This is an optimization exercise on Yosys and OpenROAD, whose aim is small area, not a production implementation.
Only simulation tests tie the RTL to the original design; equivalence was not proved.
Power and IR drop assume default switching activity.

==> design/flow/design.v <==
`timescale 1ns / 1ps
module UniversalCounter10bitsV5(P,BeginCount, EndCount, Q,S1,S0,TerminalCount, Reset, CLOCK) ;
parameter	length = 10;
input		S1, S0, Reset, CLOCK;
input	[length-1:0]	P, BeginCount, EndCount;
output 	reg [length-1:0]	Q;
output reg TerminalCount;	 
reg	[length-1:0]	NextQ;
always @ (posedge CLOCK or posedge Reset)
	if(Reset==1)	Q <= BeginCount;
	else	Q<=NextQ;
always@(Q or S1 or S0 or P or EndCount or BeginCount)
	case ({S1,S0})
	2'b00:	begin NextQ <= Q;	TerminalCount<=0; end  
	2'b01:	begin if (Q>=EndCount) begin TerminalCount<=1; NextQ<=0; end
		else begin TerminalCount<=0; NextQ <= Q+1'b1;	end
		end  
	2'b10:	begin if (Q==BeginCount) begin TerminalCount<=1; NextQ<=EndCount; end
		else begin TerminalCount<=0; NextQ <= Q-1'b1;	end
		end  
	2'b11:	begin NextQ <= P; TerminalCount<=1'b0; end				 
	endcase
endmodule
`timescale 1ns / 1ps
module ClockedNegativeOneShot(InputPulse, OneShot, Reset, CLOCK) ;
input		InputPulse, Reset, CLOCK;
output reg OneShot;
parameter State0=0, State1=1, State2=2, State3=3;
reg [1:0] State;
always@(State)
	if(State==State1) OneShot<=1;
	else OneShot<=0;
always @ (posedge CLOCK)
	if(Reset==1)	State <= 1; else
	case (State)
	0:	if (InputPulse==1) State<=State0; else State<=State1;
	1:	if (InputPulse==1) State<=State0; else State<=State3;
	2:	State<=State0;
	3:	if (InputPulse==1) State<=State0; else State<=State3;
	endcase
endmodule
`timescale 1ns / 1ps
module CRTClock(SystemClockFreq, CRTClockFreq, PixelClock, Reset, Clock);
	parameter SystemClockSize=10;
	input  [SystemClockSize-1:0] SystemClockFreq;
	input  [SystemClockSize-1:0] CRTClockFreq;
	output PixelClock;
	input  Reset;
	input  Clock;
	reg  [SystemClockSize-1:0] counter;
	wire [SystemClockSize-1:0] MaxCounter;
	assign MaxCounter = (SystemClockFreq / CRTClockFreq) - 1;
	assign PixelClock = counter > (MaxCounter >> 1);
	always @ (posedge Clock or posedge Reset)
		if (Reset) counter <= 0;
		else begin
			if (counter == MaxCounter) counter <= 0;
			else counter <= counter + 1'd1;
			end
endmodule
`timescale 1ns / 1ps
module hsyncModule(PixelClock, SynchPulse, BackPorch, ActiveVideo, FrontPorch, hsync, LineEnd, xposition, reset, clock);
	parameter xresolution=10;
	input [xresolution-1:0] SynchPulse, FrontPorch, ActiveVideo, BackPorch;
	input PixelClock, reset, clock;
	output hsync, LineEnd;
	output reg [xresolution-1:0] xposition;
	wire [xresolution-1:0] xcount;
	ClockedNegativeOneShot PixelClockUnit(PixelClock, PixelClockOneShot, reset, clock);
	assign LineEnd=xcount==EndCount;	 
	wire [xresolution-1:0] EndCount=SynchPulse+FrontPorch+ActiveVideo+BackPorch;
	assign hsync = ~(xcount>=(ActiveVideo+FrontPorch)&&xcount<=(ActiveVideo+FrontPorch+SynchPulse));
	always@(xcount, SynchPulse, BackPorch, ActiveVideo, FrontPorch) 
		xposition<=xcount;	 
	UniversalCounter10bitsV5 XPositionCounter(10'd0,10'd0, EndCount, xcount, LineEnd,LineEnd||PixelClockOneShot,   , reset, clock) ;
endmodule
`timescale 1ns / 1ps
module vsyncModule(LineEnd, SynchPulse, FrontPorch, ActiveVideo, BackPorch, vsync, yposition, reset, clock);
	parameter yresolution=10;
	input [yresolution-1:0] SynchPulse, FrontPorch, ActiveVideo, BackPorch;
	input reset, clock, LineEnd;
	output vsync;
	output reg [yresolution-1:0] yposition;
	wire [yresolution-1:0] ycount;
	ClockedNegativeOneShot RestartUnit(LineEnd, NextLineOneShot, reset, clock);
	assign vsync = ~((ycount > ActiveVideo+FrontPorch) && (ycount <= ActiveVideo+FrontPorch+SynchPulse));
	always@(ycount, SynchPulse, BackPorch, ActiveVideo, FrontPorch) 
		yposition<=ycount;
	wire [yresolution-1:0] EndCount = SynchPulse + FrontPorch + ActiveVideo + BackPorch;
	assign done = ycount == EndCount;
	UniversalCounter10bitsV5 YPositionCounter(10'd0,10'd0, EndCount, ycount, done,done||NextLineOneShot,   , reset, clock) ;
endmodule
`timescale 1ns / 1ps
module CRTcontroller2015fall(Xresolution, Yresolution, SystemClockFreq, CRTClockFreq, hsync, vsync, xpos, ypos, reset, clock);
	parameter ResolutionSize=10, SystemClockSize=10;
	input [ResolutionSize-1:0] Xresolution, Yresolution;
	input [SystemClockSize-1:0] SystemClockFreq, CRTClockFreq;
	input reset, clock;
	output hsync, vsync;
	output [ResolutionSize-1:0] xpos, ypos;	 
	parameter vSynchPulse=10'd2, vFrontPorch=10'd9, vBackPorch=10'd29;  
	parameter hSynchPulse=10'd95, hFrontPorch=10'd25, hBackPorch=10'd40;  
	wire LineEnd;
	wire PixelClock;
	hsyncModule hsyncModule(PixelClock, hSynchPulse, hBackPorch,  Xresolution, hFrontPorch, hsync, LineEnd, xpos, reset, clock);
	vsyncModule vsyncModule(LineEnd, vSynchPulse, vFrontPorch, Yresolution, vBackPorch, vsync, ypos, reset, clock);
	CRTClock CRTclockUnit2015fall(SystemClockFreq, CRTClockFreq, PixelClock, reset, clock);
endmodule
`timescale 1ns / 1ps
module GameWithSound(input clk25, input Reset,
				input [9:0] xpos,
				input [9:0] ypos,
				input rota,
				input rotb,
				output [2:0] red,
				output [2:0] green,
				output [1:0] blue);
reg [8:0] paddlePosition;
reg [2:0] quadAr, quadBr;
always @(posedge clk25) quadAr <= Reset ? 3'b000 : {quadAr[1:0], rota};
always @(posedge clk25) quadBr <= Reset ? 3'b000 : {quadBr[1:0], rotb};
always @(posedge clk25)
if(Reset)
	paddlePosition <= 0;
else if(quadAr[2] ^ quadAr[1] ^ quadBr[2] ^ quadBr[1])
begin
	if(quadAr[2] ^ quadBr[1]) begin
		if(paddlePosition < 508)         
			paddlePosition <= paddlePosition + 3'd4;
	end
	else begin
		if(paddlePosition > 2'd3)         
			paddlePosition <= paddlePosition - 3'd4;
	end
end
reg [9:0] ballX;
reg [8:0] ballY;
reg ballXdir, ballYdir;
reg bounceX, bounceY;
wire endOfFrame = (xpos == 0 && ypos == 480);
always @(posedge clk25) begin
	if (Reset) begin
		ballX <= 0;
		ballY <= 0;
	end
	else if (endOfFrame) begin  
		if (ballX == 0 && ballY == 0) begin  
			ballX <= 480;
			ballY <= 300;
		end
		else begin
			if (ballXdir ^ bounceX) 
				ballX <= ballX + 2'd2;
			else 
				ballX <= ballX - 2'd2;	
			if (ballYdir ^ bounceY) 
				ballY <= ballY + 2'd2;
			else
				ballY <= ballY - 2'd2;	
		end
	end	
end		
reg [5:0] missTimer;	
wire visible = (xpos < 640 && ypos < 480);
wire top = (visible && ypos <= 3);
wire bottom = (visible && ypos >= 476);
wire left = (visible && xpos <= 3);
wire right = (visible && xpos >= 636);
wire border = (visible && (left || right || top));
wire paddle = (xpos >= paddlePosition+4 && xpos <= paddlePosition+124 && ypos >= 440 && ypos <= 447);
wire ball = (xpos >= ballX && xpos <= ballX+7 && ypos >= ballY && ypos <= ballY+7);
wire background = (visible && !(border || paddle || ball));
wire checkerboard = (xpos[5] ^ ypos[5]);
wire missed = visible && missTimer != 0;
assign red   = { missed || border || paddle, 2'b00 };
assign green = { !missed && (border || paddle || ball), 2'b00 };
assign blue  = { !missed && (border || ball), background && checkerboard}; 
always @(posedge clk25) begin
	if (Reset) begin
		ballXdir <= 0;
		ballYdir <= 0;
		bounceX <= 0;
		bounceY <= 0;
		missTimer <= 0;
	end
	else if (!endOfFrame) begin
		if (ball && (left || right))
			bounceX <= 1;
		if (ball && (top || bottom || (paddle && ballYdir)))
			bounceY <= 1;
		if (ball && bottom)
			missTimer <= 63;
	end
	else begin
		if (ballX == 0 && ballY == 0) begin  
			ballXdir <= 1;
			ballYdir <= 1;
			bounceX <= 0;
			bounceY <= 0;
		end 
		else begin
			if (bounceX)
				ballXdir <= ~ballXdir;
			if (bounceY)
				ballYdir <= ~ballYdir;			
			bounceX <= 0;
			bounceY <= 0;
			if (missTimer != 0)
				missTimer <= missTimer - 1'b1;
		end
	end
end
endmodule
`timescale 1ns / 1ps
module PongWithSound(
   input Clock, Reset, rota, rotb,
	output [2:0] red,
   output [2:0] green,
   output [1:0] blue,
   output hsync, vsync
);
	wire [9:0] xpos;
	wire [9:0] ypos;
	parameter [9:0] NumberofPixels=10'd640, NumberofLines=10'd480;
	parameter [9:0] SystemClockFreq=10'd100, CRTClockFreq=10'd25;  
	CRTcontroller2015fall VGAdisplay(NumberofPixels, NumberofLines, SystemClockFreq, CRTClockFreq, hsync, vsync, xpos, ypos, Reset, Clock);
	GameWithSound game_inst(Clock, Reset, xpos, ypos, rota, rotb, red, green, blue);
endmodule
==> design/flow/run.sh <==
#!/bin/bash
# synth_recipe.tcl (not shown) runs the flow's synth.tcl, then flattens the netlist and writes it again
# the make line also repeats each setting of config.mk as NAME=value (left out here)
make -C /OpenROAD-flow-scripts/flow DESIGN_CONFIG=/design/flow/config.mk WORK_HOME=/design/flow/orfs CLKGATE_MAP_FILE= SYNTH_SCRIPT=/design/flow/synth_recipe.tcl finish
==> design/flow/config.mk <==
export PLATFORM = sky130hd
export DESIGN_NAME = PongWithSound
export DESIGN_NICKNAME = PongWithSound
export VERILOG_FILES = /design/flow/design.v
export SDC_FILE = /design/flow/constraint.sdc
export NUM_CORES = 4
export LEC_CHECK = 0
export CAP_MARGIN = 20
export CORE_MARGIN = 2
export CORE_UTILIZATION = 40
export SLEW_MARGIN = 20
==> design/flow/constraint.sdc <==
create_clock -name core_clock -period 10.0 [get_ports {Clock}]
set_input_delay 2.0000 -clock core_clock [delete_from_list [all_inputs] [get_ports {Clock}]]
set_output_delay 2.0000 -clock core_clock [all_outputs]
set_load 0.01 [all_outputs]
==> impl_metrics.csv, run 1 <==
group,metric,value,unit
status,status,"timing/DRC/antenna clean",
power,power.density,185.2,mW/mm^2
synthesis,ys_warn_count,10,
grt,grt_pass1_vias,4739,
setup_path,r2r_cells,12,
timing,worstMarginPinSlew,0.8970,ns
clock_network,numClockSinks,74,
grt,grtUsageMet1,24.81,%
final_layout,layout-drive-gt1-share,4.234,%
final_layout,area.growth.synth_to_final,9.516,%
clock_network,cts_setup_buffers,0,
die,start_util,40.45,%
clock_network,cts-resized-gates,0,
clock_network,clock_path_buffers,2,
die,num_rows,44,
timing,hold_violations,0,
setup_path,path_max_fanout,8,
die,fp.dieArea,0.01551,sq mm
clock_network,hold_buffers,0,
place,placed_area,0.006062,sq mm
synthesis,syn_area_per_cell,8.572,sq um
min_path,min_from,"game_inst.quadAr[0]",
grt,gr-total-overflow,0,
timing,maxSlewViolCount,0,
die,die_w,124.5,microns
final_layout,final_area,0.006365,sq mm
setup_path,worstSetupEndpointType,"output pin",
clock_network,clock_latency,0.34,ns
synthesis,ys_types,63,
routing,vias_per_cell,5.493,
timing,fmaxAchievable,167.9,MHz
place,portBuffers,9,
place,placed_cells,853,
routing,drt_iter0_markers,278,
setup_path,required,8.00,ns
synthesis,netlist_top_cells_count,"86 x ha_1, 68 x nor2_1, 48 x inv_1, 44 x dfxtp_1, 38 x xnor2_1",
job,cap_violations,0,
grt,gr-usage-met2,29.96,%
timing,slew_headroom,39.77,%
grt,use_met3,3.265,%
final_layout,nets,773,
clock_network,clockRootBuffer,"clkbuf_16",
routing,dr.pass1.iters,5,
routing,drt_wl_total,13660,microns
power,p_leak,2.758,nW
die,core_area,0.01437,sq mm
min_path,hold_class,"reg -> reg",
grt,grt_pass1_wl,23560,microns
die,dieHeight,124.5,microns
synthesis,async_reset_ff_share,40.54,%
place,dp.final_hpwl,10380,microns
setup_path,startpoint_type,"flop",
place,place.gp.congestion,0.8887,
setup_path,ff2ff_setup_slack,6.49,ns
timing,rsz0062_at_grt,"no",
synthesis,synth_cells,678,
setup_path,arrival,3.96,ns
synthesis,ys_seq_elements,74,
setup_path,crit_type,"reg -> out",
die,pin_count,14,
synthesis,yosysMostFrequentCell,"ha_1",
synthesis,ys_seq_area_share,28.07,%
synthesis,synth_edf_count,0,
grt,grt_busiest_layer,"met2",
grt,antenna_found_initial,0,
synthesis,synth_area_leaders,"ha_1 19%, dfxtp_1 15%, dfrtp_1 13%",
routing,wl_per_cell,15.71,microns
setup_path,r2r-end,"game_inst.bounceY",
synthesis,synth_area,0.005812,sq mm
clock_network,path_clk_slew,0.06,ns
min_path,min_to,"game_inst.quadAr[1]",
grt,grt_max_degree,40,
synthesis,ys.flop_type,"dfxtp_1",
routing,ant_nets,0,
routing,post-route-drc-count,0,
setup_path,rr_startpoint,"game_inst.ballX[1]",
timing,skew,0.007524,ns
power,vdd_drop_max,0.09244,mV
clock_network,cts.htree.levels,3,
timing,tns,0,ns
synthesis,yosysTopAreaCell,"ha_1",
final_layout,num_antenna_cells,0,
min_path,hold_path_depth,1,
final_layout,final_cells,869,
routing,via_count,4773,
timing,setup_violations,0,
timing,min_period_over_period,59.57,%
clock_network,cts_made_buffers,9,
clock_network,cts_tree,"built",
timing,period_minus_slack,5.957,ns
grt,grtUsageTotal,18.42,%
synthesis,netlist.area_leader.share,18.51,%
==> state kept, by name (all words and copies together), names as in the netlist <==
register and flops:
game_inst.quadBr 3, game_inst.ballYdir 1, game_inst.bounceY 1, VGAdisplay.hsyncModule.XPositionCounter.Q 10, game_inst.paddlePosition 7, VGAdisplay.vsyncModule.YPositionCounter.Q 10, game_inst.ballXdir 1, game_inst.bounceX 1
game_inst.ballY 8, VGAdisplay.CRTclockUnit2015fall.counter 10, VGAdisplay.hsyncModule.PixelClockUnit.State 2, game_inst.ballX 9, VGAdisplay.vsyncModule.RestartUnit.State 2, game_inst.quadAr 3, game_inst.missTimer 6
==> worst max-delay path by stage <==
stage                       start  endpoint  cells past startpoint
2_1_floorplan  game_inst.ballX[1]   blue[1]                     12
3_3_place_gp   game_inst.ballX[1]  green[2]                     13
3_5_place_dp   game_inst.ballX[1]   blue[1]                     13
4_1_cts        game_inst.ballX[1]   blue[1]                     13
5_1_grt        game_inst.ballX[1]  green[2]                     13
6_report       game_inst.ballX[1]   blue[1]                     13
==> cell families (layout without fill, tap and decap cells) <==
logic type | Yosys count | after routing | share of synthesized area, %
XOR/XNOR | 63 | 63 | 9.494
AO/OA/AOI/OAI | 139 | 139 | 16.12
adder cells (fa/ha/maj) | 89 | 89 | 19.55
flip-flops | 74 | 74 | 28.07
multiplexers | 10 | 10 | 1.744
other | 1 | 4 | 0.06452
AND/OR/NAND/NOR | 228 | 228 | 19.76
buffers and inverters | 74 | 78 | 5.188
==> cell usage in the layout (no fill, tap or decap), types with 3 or more instances in the layout <==
cell / Yosys / layout
o41ai_1: 5 / 5
inv_1: 48 / 48
clkbuf_16: 0 / 9
nor3_1: 24 / 24
clkdlybuf4s50_1: 0 / 9
nand4_1: 14 / 14
buf_4: 4 / 4
o21a_1: 6 / 6
a22oi_1: 6 / 6
a221oi_1: 8 / 8
mux2i_1: 9 / 9
nor2_1: 68 / 68
or4_1: 3 / 3
or3_1: 4 / 4
a211oi_1: 13 / 13
a21oi_1: 31 / 31
nor4_1: 8 / 7
ha_1: 86 / 86
a31oi_1: 4 / 4
dfxtp_1: 44 / 44
o21ai_0: 28 / 28
xor2_1: 25 / 25
conb_1: 1 / 4
a2111oi_0: 3 / 3
o221ai_1: 3 / 3
dfrtp_1: 30 / 30
a21o_1: 9 / 9
xnor2_1: 38 / 38
nand3_1: 28 / 28
nand2_1: 36 / 36
o21bai_1: 5 / 5
nor2b_1: 14 / 14
nand2b_1: 5 / 5
fa_1: 3 / 3
and3_1: 9 / 9
==> per-layer routing <==
| metal | part of all wire [%] | wire (microns) |
|---|---|---|
| met1 | 49 | 6663 |
| met2 | 46 | 6278 |
| met3 | 3.4 | 465 |
| met4 | 1.8 | 248 |
| met5 | 0 | 0 |
==> power by group <==
part / switching [mW] / internal, mW / leakage (nW)
logic: 0.228 / 0.214 / 1.85
registers: 0.0755 / 0.325 / 0.753
clock network: 0.136 / 0.201 / 0.153
total: 0.439 / 0.740 / 2.76
==> cell type report <==
type	instances	area (sq um)
fill	1400	8004
multi-input combinational	533	3896
sequential	74	1632
clock buffer	10	239.0
tap	184	230.2
inverter	49	183.9
timing repair buffer	13	120.1
clock inverter	6	63.81
==> worst max-delay path, cell delays in order (launching register included) <==
cell and delay [ns]:
dfxtp_1 0.48, inv_1 0.15, ha_1 0.25, nor3_1 0.31, nand3_1 0.14, xnor2_1 0.15, ha_1 0.31, a211oi_1 0.23
o21ai_0 0.12, a221oi_1 0.21, a211oi_1 0.10, nand4bb_1 0.38, a21oi_1 0.23, clkdlybuf4s50_1 0.55
==> stage by stage <==
stage               hold WS (ns)  total power, mW  util [%]  setup WS, ns
floorplan                 0.4138           0.7183         -         5.284
global placement          0.4321           0.8351     42.19         4.491
detailed placement        0.4247           0.8474     42.19         4.387
CTS                       0.4387            1.188     44.30         4.007
global route              0.4562            1.272     44.30         3.719
finish                    0.4367            1.179     44.30         4.043
==> run 2, diff against run 1 <==
==> design/flow/design.v (replaced) <==
`timescale 1ns / 1ps
module PongWithSound(
	input Clock, Reset, rota, rotb,
	output [2:0] red,
	output [2:0] green,
	output [1:0] blue,
	output hsync, vsync
);
	reg [11:0] c;
	reg [9:0]  y;
	wire [9:0] x = c[11:2];
	wire lineEnd = c[11] & c[10] & c[7];         
	wire yEnd    = y[9] & y[3];                  
	wire x0      = (x == 10'd0);
	always @(posedge Clock or posedge Reset)
		if (Reset) c <= 12'd2;
		else if (lineEnd) c <= 12'd1;
		else c <= c + 1'b1;
	always @(posedge Clock or posedge Reset)
		if (Reset) y <= 10'd0;
		else if (yEnd) y <= 10'd0;
		else if (x0 && c[1:0] == 2'd2) y <= y + 1'b1;
	assign hsync = ~(x >= 10'd665 && x <= 10'd760);
	assign vsync = ~(y[9:1] == 9'd245);          
	reg [2:0] quadAr, quadBr;
	reg [6:0] pad;
	always @(posedge Clock) begin
		quadAr <= Reset ? 3'b000 : {quadAr[1:0], rota};
		quadBr <= Reset ? 3'b000 : {quadBr[1:0], rotb};
	end
	always @(posedge Clock)
		if (Reset) pad <= 7'd0;
		else if (quadAr[2] ^ quadAr[1] ^ quadBr[2] ^ quadBr[1]) begin
			if (quadAr[2] ^ quadBr[1]) begin
				if (pad != 7'd127) pad <= pad + 1'b1;
			end
			else begin
				if (pad != 7'd0) pad <= pad - 1'b1;
			end
		end
	reg [8:0] bx;
	reg [7:0] by;
	reg ballXdir, ballYdir, bounceX, bounceY;
	reg [5:0] miss;      
	wire endOfFrame = x0 && (y == 10'd480);
	wire ballZero   = (bx == 9'd0) && (by == 8'd0);
	always @(posedge Clock)
		if (Reset) begin
			bx <= 9'd0;
			by <= 8'd0;
		end
		else if (endOfFrame) begin
			if (ballZero) begin
				bx <= 9'd240;
				by <= 8'd150;
			end
			else begin
				bx <= (ballXdir ^ bounceX) ? bx + 1'b1 : bx - 1'b1;
				by <= (ballYdir ^ bounceY) ? by + 1'b1 : by - 1'b1;
			end
		end
	wire yvis    = ~y[9] & ~(y[8] & y[7] & y[6] & y[5]);     
	wire xvis    = ~(x[9] & (x[8] | x[7]));                  
	wire visible = xvis & yvis;
	wire top     = visible & (y[9:2] == 8'd0);
	wire bottom  = visible & (y[9:2] == 8'd119);
	wire left    = visible & (x[9:2] == 8'd0);
	wire right   = visible & (x[9:2] == 8'd159);
	wire border  = left | right | top;
	wire [8:0] pd = {1'b0, x[9:2]} - {2'b00, pad};             
	wire paddle  = (y[9:3] == 7'd55) && (pd[8:5] == 4'd0) && (pd[4:0] != 5'd0)
	               && !(pd[4:0] == 5'd31 && x[1:0] != 2'd0);
	wire [9:0] bdx = {1'b0, x[9:1]} - {1'b0, bx};
	wire [9:0] bdy = {1'b0, y[9:1]} - {2'b00, by};
	wire ball    = (bdx[9:2] == 8'd0) && (bdy[9:2] == 8'd0);
	wire missing    = (miss != 6'd0);
	wire missed     = visible & missing;
	wire background = visible & ~(border | paddle | ball);
	wire checkerboard    = x[5] ^ y[5];
	assign red   = { missed | border | paddle, 2'b00 };
	assign green = { ~missed & (border | paddle | ball), 2'b00 };
	assign blue  = { ~missed & (border | ball), background & checkerboard };
	always @(posedge Clock)
		if (Reset) begin
			ballXdir <= 1'b0;
			ballYdir <= 1'b0;
			bounceX <= 1'b0;
			bounceY <= 1'b0;
			miss <= 6'd0;
		end
		else if (!endOfFrame) begin
			if (ball && (left || right))
				bounceX <= 1'b1;
			if (ball && (top || bottom || (paddle && ballYdir)))
				bounceY <= 1'b1;
			if (ball && bottom)
				miss <= 6'b000001;
		end
		else begin
			if (ballZero) begin
				ballXdir <= 1'b1;
				ballYdir <= 1'b1;
			end
			else begin
				if (bounceX) ballXdir <= ~ballXdir;
				if (bounceY) ballYdir <= ~ballYdir;
				miss <= {miss[4:0], (miss[5] ^ miss[4]) & (miss[4:0] != 5'd0)};
			end
			bounceX <= 1'b0;
			bounceY <= 1'b0;
		end
endmodule
==> impl_metrics.csv, run 2 <==
group,metric,value,unit
place,portBuffers,9,
final_layout,layout_commonest_cell,"nor2_1",
die,dieHeight,112.6,microns
synthesis,syn_area_per_cell,8.271,sq um
synthesis,netlist_top_cells_count,"60 x nor2_1, 45 x ha_1, 42 x inv_1, 40 x dfxtp_1, 36 x nand2_1",
synthesis,ys_warn_count,1,
place,place.gp.congestion,0.8649,
place,dp.final_hpwl,8490,microns
die,start_util,41.11,%
min_path,hold_class,"reg -> reg",
routing,wl_per_cell,15.55,microns
synthesis,yosysMostFrequentCell,"nor2_1",
synthesis,netlist.area_leader.share,16.99,%
synthesis,async_reset_ff_share,35.48,%
timing,min_period_over_period,56.85,%
synthesis,ys_seq_area_share,28.69,%
clock_network,cts_tree,"built",
job,cap_violations,0,
timing,rsz0062_at_grt,"no",
routing,via_count,4083,
clock_network,cts_setup_buffers,0,
timing,fmaxAchievable,175.9,MHz
die,die_w,112.6,microns
routing,drt_wl_total,11230,microns
clock_network,clock_latency,0.35,ns
clock_network,numClockSinks,62,
final_layout,nFillCells,1118,
grt,antenna_found_initial,0,
synthesis,ys.flop_type,"dfxtp_1",
setup_path,path_max_fanout,7,
status,status,"timing/DRC/antenna clean",
grt,gr-total-overflow,0,
routing,post-route-drc-count,0,
timing,setup_violations,0,
die,num_rows,39,
setup_path,required,8.00,ns
timing,tns,0,ns
synthesis,synth_area_leaders,"dfxtp_1 17%, ha_1 12%, dfrtp_1 11%",
final_layout,layout-drive-gt1-share,6.218,%
final_layout,final_area,0.005255,sq mm
grt,grt_pass1_vias,4037,
synthesis,synth_area,0.004715,sq mm
synthesis,ys_types,67,
clock_network,path_clk_slew,0.06,ns
grt,grt_max_degree,29,
setup_path,arrival,3.69,ns
final_layout,reg_top3,"c: 12 flops, y: 10 flops, bx: 9 flops",
timing,holdWs,0.4361,ns
final_layout,regMostFlops,"c",
timing,maxSlewViolCount,0,
synthesis,ys_seq_elements,62,
setup_path,crit_type,"reg -> out",
final_layout,area.growth.synth_to_final,11.46,%
routing,dr.pass1.iters,4,
power,vdd_drop_max,0.09506,mV
power,p_leak,2.231,nW
final_layout,largest_reg_flops,12,
clock_network,hold_buffers,0,
final_layout,num_antenna_cells,0,
timing,slew_headroom,33.36,%
timing,worstMarginPinSlew,0.9904,ns
clock_network,cts.htree.levels,3,
clock_network,clock_path_buffers,2,
timing,skew,0.008510,ns
place,placed_area,0.004918,sq mm
clock_network,clockRootBuffer,"clkbuf_16",
timing,hold_violations,0,
power,power.density,137.0,mW/mm^2
synthesis,yosysTopAreaCell,"dfxtp_1",
grt,grt_pass1_wl,19200,microns
final_layout,final_cell_mix,"60 x nor2_1, 45 x ha_1, 42 x inv_1, 40 x dfxtp_1, 36 x nand2_1",
synthesis,synth_edf_count,0,
timing,period_minus_slack,5.685,ns
synthesis,synth_cells,570,
die,pin_count,14,
routing,drt_iter0_markers,234,
min_path,hold_path_depth,1,
final_layout,nets,627,
die,core_area,0.01147,sq mm
setup_path,startpoint_type,"flop",
setup_path,worstSetupEndpointType,"output pin",
die,fp.dieArea,0.01267,sq mm
setup_path,r2r_cells,7,
routing,vias_per_cell,5.655,
grt,grtUsageTotal,18.75,%
routing,ant_nets,0,
clock_network,cts_made_buffers,9,
clock_network,cts-resized-gates,0,
-- run 2: changes by cell type after synthesis, sizes merged, moves of 9 or more --
| cell | before | now |
|---|---|---|
| nand3 | 28 | 14 |
| xnor2 | 38 | 26 |
| ha | 86 | 45 |
| xor2 | 25 | 16 |
| dfrtp | 30 | 21 |
| nor2 | 69 | 60 |
| nor3 | 25 | 15 |
-- run 2: final timing paths --
path	from	slack [ns]	to
worst min-delay path	quadBr[0]	0.44	quadBr[1]
worst max register to register	c[6]	6.37	miss[0]
worst min register to register	quadBr[0]	0.44	quadBr[1]
worst max-delay path	c[4]	4.31	green[2]
max in group asynchronous	Reset	7.32	c[1]
min in group asynchronous	Reset	2.38	y[6]
-- run 2: logic make-up (layout without fill, tap and decap cells) --
group / after synthesis / in the layout / synth area share [%]
AND/OR/NAND/NOR: 201 / 201 / 21.84
flip-flops: 62 / 62 / 28.69
AO/OA/AOI/OAI: 143 / 143 / 20.97
buffers and inverters: 66 / 72 / 5.679
XOR/XNOR: 42 / 42 / 7.802
other: 1 / 4 / 0.07954
adder cells (fa/ha/maj): 49 / 49 / 13.64
multiplexers: 6 / 6 / 1.300
-- run 2: power breakdown --
group          internal (mW)  switching [mW]  total (mW)
logic                 0.0492          0.0625       0.112
clock network          0.224           0.121       0.346
registers              0.255         0.00704       0.262
-- run 2: layout make-up --
cell class	count	area [sq um]	share of cell area, %
Tap cell	143	178.9	3.405
Sequential cell	62	1353	25.74
Clock inverter	5	61.31	1.167
Multi-Input combinational cell	445	3105	59.10
Timing Repair Buffer	13	120.1	2.286
Clock buffer	11	275.3	5.238
Inverter	43	161.4	3.071
-- run 2: metal layers --
layer	share of wire [%]	routed length, microns	global-route usage (%)
met5	0	0	0
met4	2.8	310	7.886
met3	3.3	368	4.644
met2	46	5202	30.30
met1	48	5346	23.88
-- run 2: through the flow --
step | std cells | util [%] | setup WS [ns] | power (mW)
2_1_floorplan | 573 | - | 5.409 | 0.3547
3_3_place_gp | 706 | 42.89 | 4.787 | 0.3744
3_5_place_dp | 706 | 42.89 | 4.702 | 0.3784
4_1_cts | 722 | 45.83 | 4.314 | 0.7278
5_1_grt | 722 | 45.83 | 4.134 | 0.7549
6_report | 722 | 45.83 | 4.315 | 0.7198
-- run 2: worst max-delay path, cell delays in order, from the launching register on --
cell and delay (ns):
dfrtp_1 0.46, inv_1 0.10, ha_1 0.22, inv_1 0.07, fa_1 0.29, a211oi_1 0.11, nor2_1 0.26, nand4_1 0.12
or4_1 0.49, a31o_2 0.27, o31a_1 0.28, a21oi_1 0.14, clkdlybuf4s50_1 0.55

[what the ideal ports hide]
How much do the figures lean on ideal ports? The routed layouts below were timed once more, with nothing changed but the port constraints. Step 1 (the two cells are an assumption about what drives the block):
set clk [get_ports {Clock}]
set_driving_cell -lib_cell sky130_fd_sc_hd__clkbuf_16 $clk
set_driving_cell -lib_cell sky130_fd_sc_hd__buf_2 [delete_from_list [all_inputs] $clk]
Step 2, shift: input delay + t, output delay - t, t = (earliest + latest rising clock arrival at the registers) / 2. This alone moves slack from input paths to output paths. Slacks: ideal ports / drivers / drivers and shift; pairs: ideal ports / drivers.
run | t, ns | setup slack, ns | worst setup path after step 2 | clock arrival spread, ns | pins driven straight from the clock port
run 1 | 0.380 | 4.043 / 4.002 / 4.382 | register to output | 0.008 / 0.008 | 1
run 2 | 0.377 | 4.315 / 4.278 / 4.655 | register to output | 0.011 / 0.010 | 1
After both steps every run listed still meets setup and hold.
